Background: an optimization exercise with open tools, aiming at small area. Do not read the settings as production practice. In this exercise RTL edits were held to simulation tests only and were not proved equivalent to the original. Power is estimated from default activity; no workload was simulated.

==> flow/design.v <==
module processor(clk, rst_n, load, dload, laddr, insload, loadreg, reg_addr, reg_load,
                 pc_out, rf_we, rf_waddr, rf_wdata, dm_we, dm_addr, dm_wdata);
	input clk;
	input rst_n;
	input load,dload;
	input [15:0]laddr;
	input [15:0]insload;
	input loadreg;
	input [3:0]reg_addr;
	input [15:0]reg_load;
	output [15:0]pc_out;
	output rf_we;
	output [3:0]rf_waddr;
	output [15:0]rf_wdata;
	output dm_we;
	output [15:0]dm_addr;
	output [15:0]dm_wdata;
	wire [16:1]insout;
	wire [15:0]pcaddr;
	wire c_load;
	wire [15:0] w_write;
	wire [15:0] A,B;
	wire [15:0]m0_out;
	wire [15:0]i2,i3;
	wire c_m0,c_m1,cout,lt,eq,gt,overf;
	wire cout1,lt1,eq1,gt1,overf1;
	wire cout2,lt2,eq2,gt2,overf2;
	wire [15:0]w_extend,reginput;
	wire [15:0]alu0_out;
	wire [2:0] c_alu0;
	wire [15:0]mem_out;
	wire memread,memwrite,c_and,c_m2,c_m3,cload;
	wire [15:0]m2_out;
	wire [15:0] alu1_out,alu2_out,m3_out,jump_out;
	wire [3:0]regload,iMe1,iMe2;
	assign i2 = 16'd0;
	assign i3 = 16'd0;
	assign iMe1 = 4'd0;
	assign iMe2 = 4'd0;
	MUX4bit Me0(regload,insout[4:1],reg_addr,iMe1, iMe2, 1'b0,loadreg);
	MUX Me(w_write,reginput,reg_load, i2, i3, 1'b0,loadreg);
	assign c_load = loadreg | (cload & rst_n);
	pc progcounter(pcaddr,m2_out,rst_n,clk);
	insmemory insfetch(insout,insload,laddr,pcaddr,load,rst_n,clk);
	registerfile reg_file(A,B,insout[12:9],insout[8:5],regload,w_write,c_load,rst_n,clk);
	MUX M0(m0_out, B,w_extend, i2, i3, 1'b0, c_m0);
	signextender wordextend(w_extend,insout[4:1]);
	alu alu0(alu0_out,cout,lt,eq,gt,overf,A,m0_out,1'b0,c_alu0);
	memory datamem(mem_out,alu0_out,B,memread & rst_n,memwrite & rst_n,insload,laddr,dload,rst_n,clk);
	MUX M1(reginput,mem_out,alu0_out, i2, i3, 1'b0, c_m1);
	alu alu1(alu1_out,cout1,lt1,eq1,gt1,overf1,pcaddr,16'd2,1'b0,3'b010);
	alu alu2(alu2_out,cout2,lt2,eq2,gt2,overf2,alu1_out,w_extend,1'b0,3'b010);
	MUX M3(m3_out,alu1_out,alu2_out, i2, i3, 1'b0, c_and);
	and (c_and ,~eq ,c_m3);
	MUX M2(m2_out,m3_out,jump_out, i2, i3, 1'b0, c_m2);
	jump jumpins(jump_out,insout[12:1],pcaddr[15:13]);
	controller maincontroller({c_m2,c_m1,c_m0},c_m3,c_alu0,memread,memwrite,cload,insout[16:13],rst_n,clk);
	assign pc_out = pcaddr;
	assign rf_we = c_load;
	assign rf_waddr = regload;
	assign rf_wdata = w_write;
	assign dm_we = memwrite & rst_n;
	assign dm_addr = alu0_out;
	assign dm_wdata = B;
endmodule
module insmemory(ins_out,ins_load,l_addr,pc_addr,load,rst_n,clock);
input  clock,load,rst_n;
input  [15:0]ins_load;   
input  [15:0]l_addr;      
input  [15:0]pc_addr;     
output reg[15:0]ins_out;    
reg [7:0]mem_file[63:0];    
wire [5:0] l0 = l_addr[5:0];
wire [5:0] l1 = l_addr[5:0] + 6'd1;
wire [5:0] p0 = pc_addr[5:0];
wire [5:0] p1 = pc_addr[5:0] + 6'd1;
always @(posedge clock)
begin
    if (load)
    begin
        mem_file[l0] <= ins_load[15:8];
        mem_file[l1] <= ins_load[7:0];
    end
end
always @(posedge clock)
begin
     if (!rst_n)
         ins_out <= 16'd0;
     else
         ins_out[15:0] <= {mem_file[p0],mem_file[p1]};
end
endmodule
module registerfile(A,B,Aaddr,Baddr,Caddr,C,load,rst_n,clock);
input [3:0] Aaddr,Baddr,Caddr;
input [15:0]C;
input load,rst_n,clock;
output reg [15:0] A,B;
reg [15:0]reg_file[15:0];
always @(posedge clock)
begin
	if(load)
		begin
		reg_file[Caddr]	<= C;
		end
end
always @(posedge clock)
begin
	if (!rst_n)
	begin
		A <= 16'd0;
		B <= 16'd0;
	end
	else
	begin
		A <= reg_file[Aaddr];
		B <= reg_file[Baddr];
	end
end
endmodule
module MUX(out, i0, i1, i2, i3, s1, s0);
	output [15:0]out;
	input [15:0]i0, i1, i2, i3;
	input s1, s0;
	reg [15:0]tempout;
	always @(*)
	begin	
		case ({s1,s0})
			2'd0 : tempout = i0;
			2'd1 : tempout = i1;
			2'd2 : tempout = i2;
			default : tempout = i3;
		endcase
	end	
	assign out=tempout;
endmodule
module MUX4bit(out, i0, i1, i2, i3, s1, s0);
	output [3:0]out;
	input [3:0]i0, i1, i2, i3;
	input s1, s0;
	reg [3:0]tempout;
	always @(*)
	begin	
		case ({s1,s0})
			2'd0 : tempout = i0;
			2'd1 : tempout = i1;
			2'd2 : tempout = i2;
			default : tempout = i3;
		endcase
	end	
	assign out=tempout;
endmodule
module signextender(out,in);
input [3:0]in;
output reg [15:0] out;
always @(*)
begin
	case(in[3])
		1'd0 : 	out = {12'b0,in};
		default :	out = {12'b1,in};
	endcase	
end
endmodule
module alu(z,c_out,lt,eq,gt,overflow,x,y,c_in,c);
input c_in;
input [2:0] c;
input [15:0]x,y;
output reg [15:0] z;
output reg c_out,lt,eq,gt,overflow;
always @(*)
begin
	c_out = 1'b0;
	case(c)
		3'd0:	z = x & y;
		3'd1:	z = x | y;
		3'd2:	{c_out,z} = x + y + c_in ; 	
		3'd3:	z = x - y;
		3'd7:	z = (x < y) ? 16'd1 : 16'd0;
		default : z = 16'd0;
	endcase
	overflow = c_out;
end
always @(*)
begin
	lt = (x < y);
	gt = (x > y);
	eq = (x == y);
end
endmodule 
module memory(read,addr,write,memread,memwrite,ld_data,ld_addr,ld,rst_n,clock);
input [15:0] addr,write;
input memread,memwrite,clock;
input [15:0] ld_data,ld_addr;
input ld,rst_n;
output reg [15:0] read;
reg [15:0]reg_file[31:0];
always @(posedge clock)
begin
	if(ld == 1)
		begin
		reg_file[ld_addr[4:0]] <= ld_data;
		end
	else if(memwrite == 1)
		begin
		reg_file[addr[4:0]] <= write;
		end
end
always @(posedge clock)
begin
	if(!rst_n)
		read <= 16'd0;
	else if(memwrite == 0 && memread == 1)
		read <= reg_file[addr[4:0]];
end
endmodule
module pc(pc_old,pc_new,rst_n,clock);
input clock,rst_n;
input [15:0]pc_new;
output reg[15:0]pc_old;
always@(posedge clock)
begin
   if (!rst_n)
      pc_old <= 16'd0;
   else
      pc_old <= pc_new; 
end
endmodule
module jump(out,offset,pc);
input [11:0] offset;
input [2:0] pc;
output reg [15:0] out;
always @(*)
begin
	out = {pc,offset,1'b0};
end
endmodule
module controller(muxinput,inputofand,aluinput,memread,memwrite,regload,opcode,rst_n,clock);
input [3:0] opcode;
input clock,rst_n;
output reg [2:0] muxinput;	 
output reg inputofand,memread,memwrite,regload;	 
output reg [2:0] aluinput;	 
always @(posedge clock)
begin
	if (!rst_n)
	begin
		regload <= 0;
		memread <= 0;
		memwrite <= 0;
		inputofand <= 0;
		aluinput <= 3'd0;
		muxinput <= 3'd0;
	end
	else
	case(opcode)
	4'd0:	begin
				regload <= 1;
				memread <= 0;
				memwrite <= 0;
				inputofand <= 0;
				aluinput <= 3'd0;
				muxinput[0] <= 0;
				muxinput[1] <= 1;
				muxinput[2] <= 0;
			end
	4'd1:	begin
				regload <= 1;
				memread <= 0;
				memwrite <= 0;
				inputofand <= 0;
				aluinput <= 3'd1;
				muxinput[0] <= 0;
				muxinput[1] <= 1;
				muxinput[2] <= 0;
			end
	4'd2:	begin
				regload <= 1;
				memread <= 0;
				memwrite <= 0;
				inputofand <= 0;
				aluinput <= 3'd2;
				muxinput[0] <= 0;
				muxinput[1] <= 1;
				muxinput[2] <= 0;
			end
	4'd6:	begin
				regload <= 1;
				memread <= 0;
				memwrite <= 0;
				inputofand <= 0;
				aluinput <= 3'd3;
				muxinput[0] <= 0;
				muxinput[1] <= 1;
				muxinput[2] <= 0;
			end
	4'd7:	begin
				regload <= 1;
				memread <= 0;
				memwrite <= 0;
				inputofand <= 0;
				aluinput <= 3'd7;
				muxinput[0] <= 0;
				muxinput[1] <= 1;
				muxinput[2] <= 0;
			end
	4'd8:	begin
				regload <= 1;
				inputofand <= 0;
				aluinput <= 3'd2;
				memread <= 1;
				memwrite <= 0;
				muxinput[0] <= 1;
				muxinput[1] <= 0;
				muxinput[2] <= 0;
			end
	4'd10:	begin
				regload <= 0;
				inputofand <= 0;
				aluinput <= 3'd2;
				memread <= 0;
				memwrite <= 1;
				muxinput[0] <= 1;
				muxinput[2] <= 0;
			end
	4'd14:	begin
				regload <= 0;
				inputofand <= 1;
				aluinput <= 3'd7;
				memread <= 0;
				memwrite <= 0;
				muxinput[0] <= 0;
				muxinput[2] <= 0;
			end		
	4'd15:	begin
				regload <= 0;
				memread <= 0;
				memwrite <= 0;
				muxinput[2] <= 1;
			end	
	default: ;
	endcase
end
endmodule
==> flow/run.sh <==
#!/bin/bash
# synth_recipe.tcl (not shown) runs the flow's synth.tcl, then flattens the netlist and writes it again
# the make line also repeats each setting of config.mk as NAME=value (left out here)
make -C /OpenROAD-flow-scripts/flow DESIGN_CONFIG=/design/flow/config.mk WORK_HOME=/design/flow/orfs CLKGATE_MAP_FILE= SYNTH_SCRIPT=/design/flow/synth_recipe.tcl finish
==> flow/config.mk <==
export PLATFORM = sky130hd
export DESIGN_NAME = processor
export DESIGN_NICKNAME = processor
export VERILOG_FILES = /design/flow/design.v
export SDC_FILE = /design/flow/constraint.sdc
export NUM_CORES = 4
export LEC_CHECK = 0
export CAP_MARGIN = 20
export CORE_MARGIN = 2
export CORE_UTILIZATION = 40
export SLEW_MARGIN = 20
==> flow/constraint.sdc <==
create_clock -name core_clock -period 10.0 [get_ports {clk}]
set_input_delay 2.0000 -clock core_clock [delete_from_list [all_inputs] [get_ports {clk}]]
set_output_delay 2.0000 -clock core_clock [all_outputs]
set_load 0.01 [all_outputs]
==> out/summary.txt <==
Yosys top cell by area: edfxtp_1
Seq. cell area: 40,300 um^2
Bufs and invs on worst path: 1
Die ar.: 178,000 um^2
Clk slew on worst S/H paths: 60 ps
Sequential-to-total area share from yosys stat: 0.577
Multiplexer share of the synthesized area: 0.248
Total gr overflow: 0
Area of the multi-input gates: 27,700 um^2
Worst path required time: 8000 ps
Area of the core: 173,000 um^2
RSZ-0062 raised after global routing: false
Final nets: 4,871
VDD IR max: 198 uV
Avg Cell Area, Syn: 14.7 um^2
# H-tree levels: 4
Final Cell Area: 78,200 um^2
CTS Sinks: 1,370
Combinational family with the most area after synthesis: multiplexers
Logic pwr share: 0.200
Clk buf depth: 3
Post_cts resized: 0
Share of power burned in registers: 0.448
Ys async rst share: 0
Via density: 6.10
Vias in the first global route: 43,000
Outcome: timing/DRC/antenna clean
Fin. Hold Viols: 0
Area fraction in compound gates after synthesis: 0.0639
Clock buffer count from CTS: 145
Part of the cycle the worst path needs: 0.798
Main synth FF type: edfxtp_1
FILL cells: 15,300
Yosys cell types: 84
Area contributors post-synth: edfxtp_1 55%, mux4_2 14%, mux2_2 8.9%
Startpoint Class: flip-flop
Row cnt: 153
Post-Synth XOR/XNOR Area: 0.00452
I/O pins: 127
Routed WL: 209 mm
Yosys warns: 10
Number of buffers added on ports: 116
CP max-delay cell: dfxtp_1
Cts hold-fix bufs: 0
Initial antenna violation count: 9
Max-cap viol count: 0
Largest net degree at the start of global routing: 99
Minimum hold slack: 517 ps
Net Sw Frac: 0.296
Chip height: 421 um
Root buffer cell: clkbuf_16
EDFF count, synth: 1,280
Commonest cells in the netlist: 1,280 x edfxtp_1, 549 x mux2_2, 431 x mux4_2, 397 x nand2_1, 290 x clkbuf_1
Setup total negative slack: 0 ps
Post-Syn Nets: 4,849
Crit-path max FO: 18
Via count: 43,900
Routability congestion estimate: 0.896
Worst EP arrival: 5980 ps
Switching power: 0.00435 W
Adder-cell share of the synthesized area: 0.0113
Worst Setup End Kind: output pin
Post-placement cell area: 73,500 um^2
GRT met1 Usage: 0.319
Detailed Route Iter0 Violations: 4,706
Critical path cell sequence: mux2i_1 > ha_1 > nor3_1 > or3_1 > a221o_1 > a221oi_1 > a21oi_1 > or4b_2 > o311ai_1 > a221o_1 > clkdlybuf4s50_1
Final Util: 0.451
HP Class: reg2reg
Area share of and/or/nand/nor cells after synthesis: 0.0660
Post-route insts no fill: 7,197
Synthesized instance count: 4,731
Layout cells sized above 1: 0.302
Clock latency on the worst-skew pair: 820 ps
GRT Overall Usage: 0.232
Fin crit period: 7980 ps
M2 GR Usage: 0.376
Final setup viols: 0
Post-synth top area share: 0.552
Pleak: 24.9 nW
Worst Max-Slew Pin Slew: 1220 ps
Met3 Use GR: 0.0338
DRT Pass-1 Iters: 9
Drc violations: 0
TritonCTS clock tree: built
Post-CTS setup buffer count: 0
Final ANT Viol Nets: 0
Internal: 0.0104 W
Most common cell on crit path: a221o_1
Drt wl/cell: 29.1 um
Area Growth Syn to Fin: 12.2%
Global route hottest layer: met2
Dpl hpwl: 132 mm
P per Cell Area: 188 nW/um^2
Setup Skew: 40.1 ps
Post-Place Cells: 6,928
Slew margin rel.: 0.187
Die Span X: 421 um
Worst Setup Path Type: reg2out
Initial Utilization: 0.402
Largest delay share family, worst path: compound AO/OA/AOI/OAI gates
Count leader, synth: edfxtp_1
Post-Syn Area: 69,700 um^2
First-pass GRT wire length: 304 mm
CP max stage delay: 840 ps
Final Max Tran Viols: 0
Maximum clock rate: 125 MHz
FF-to-FF setup slack: 3240 ps
Clock power share: 0.353
Synthesis-stage register bit count: 1,370
[cell type report]
cell class | count | share of cell area
well taps | 2325 | 0.0372
flip-flops and latches | 1370 | 0.515
clock buffers | 195 | 0.0504
repair buffers | 287 | 0.0303
multi-input cells | 2864 | 0.355
diodes | 2 | 0.0000640
inverters | 85 | 0.00416
clock inverters | 69 | 0.00789
[stage by stage]
stage | power [W] | setup WS [ps]
6_report | 0.0147 | 2020
5_1_grt | 0.0152 | 1700
4_1_cts | 0.0148 | 2040
3_5_place_dp | 0.00962 | 2920
3_3_place_gp | 0.00959 | 2960
2_1_floorplan | 0.00854 | 3730
[sequential cells by signal, indices dropped and copies added (netlist names)]
name                       cells
datamem.read                  16
maincontroller.memread         1
reg_file.B                    16
maincontroller.inputofand      1
insfetch.mem_file            512
progcounter.pc_old            16
maincontroller.muxinput        3
reg_file.A                    16
maincontroller.aluinput        3
insfetch.ins_out              16
reg_file.reg_file            256
maincontroller.regload         1
maincontroller.memwrite        1
datamem.reg_file             512
[worst paths after layout]
check        cells after the start                                   to                                     from
min                              2  maincontroller.memread$_SDFFE_PN0P_      maincontroller.memread$_SDFFE_PN0P_
min reg2reg                      2  maincontroller.memread$_SDFFE_PN0P_      maincontroller.memread$_SDFFE_PN0P_
max reg2reg                     17        datamem.read[15]$_SDFFE_PN0P_  maincontroller.muxinput[0]$_SDFFE_PN0P_
max                             11                         rf_wdata[15]  maincontroller.muxinput[0]$_SDFFE_PN0P_
[layer usage]
| metal | wire length, um | part of all wire |
|---|---|---|
| met5 | 33 | 0.00016 |
| met4 | 7620 | 0.036 |
| met3 | 14300 | 0.068 |
| met2 | 100000 | 0.48 |
| met1 | 86800 | 0.42 |
[layout by cell type (no fill, tap or decap), types with 37 or more instances in the layout]
master,n
clkbuf_16,146
nand3_1,138
dfxtp_1,79
mux2i_1,138
nor3_1,54
a21oi_1,109
ha_1,57
buf_4,167
a211oi_1,61
o21ai_0,142
clkbuf_1,39
inv_1,80
mux4_2,431
and2_1,53
edfxtp_1,1280
clkdlybuf4s50_1,98
nor2_1,135
o22ai_1,56
mux2_2,549
nor2b_1,37
nand2_1,393
[tightest hold or removal path, stage by stage (launching register included)]
cell     delay, ps
dfxtp_1        330
a31oi_1         80
nor2_1          70
[logic make-up after synthesis]
family / count (synthesis)
DFF: 1370
muxes: 1120
and+or+nand+nor: 987
AOI/OAI and AO/OA: 660
buffers and inverters: 497
adders and majority gates: 61
xor gates and xnor gates: 36
[power by group through the flow]
stage               Combinational [W]  Sequential, W  Clock, W
global placement              0.00288        0.00671         0
finish                        0.00294        0.00659   0.00519
global route                  0.00313        0.00661   0.00549
CTS                           0.00291        0.00659   0.00527
detailed placement            0.00290        0.00672         0
floorplan                     0.00193        0.00661         0

[port drivers added, routing unchanged]
How much do the figures lean on ideal ports? The routed layout below was timed once more, with nothing changed but the port constraints. Step 1: set_driving_cell puts a clkbuf_16 on clk and a buf_2 on each other input, an assumption about the parent block. Step 2 times the ports against the registers' clock, not the clock port: input delays grow and output delays shrink by t, the midpoint of the rising clock arrivals with the driver on. a / b / c = ideal / step 1 / step 2; a / b = the first two.
shift t [ns]: 0.882
setup WS [ns]: 2.017 / 1.930 / 2.812
slew at the worst register clock pin (ns): 0.07 / 0.07
cell pins on the clock port's net: 1
After both steps this run still meets setup and hold. For this run, drivers alone change the setup slack by -0.087 ns; drivers and shift together by +0.795 ns.
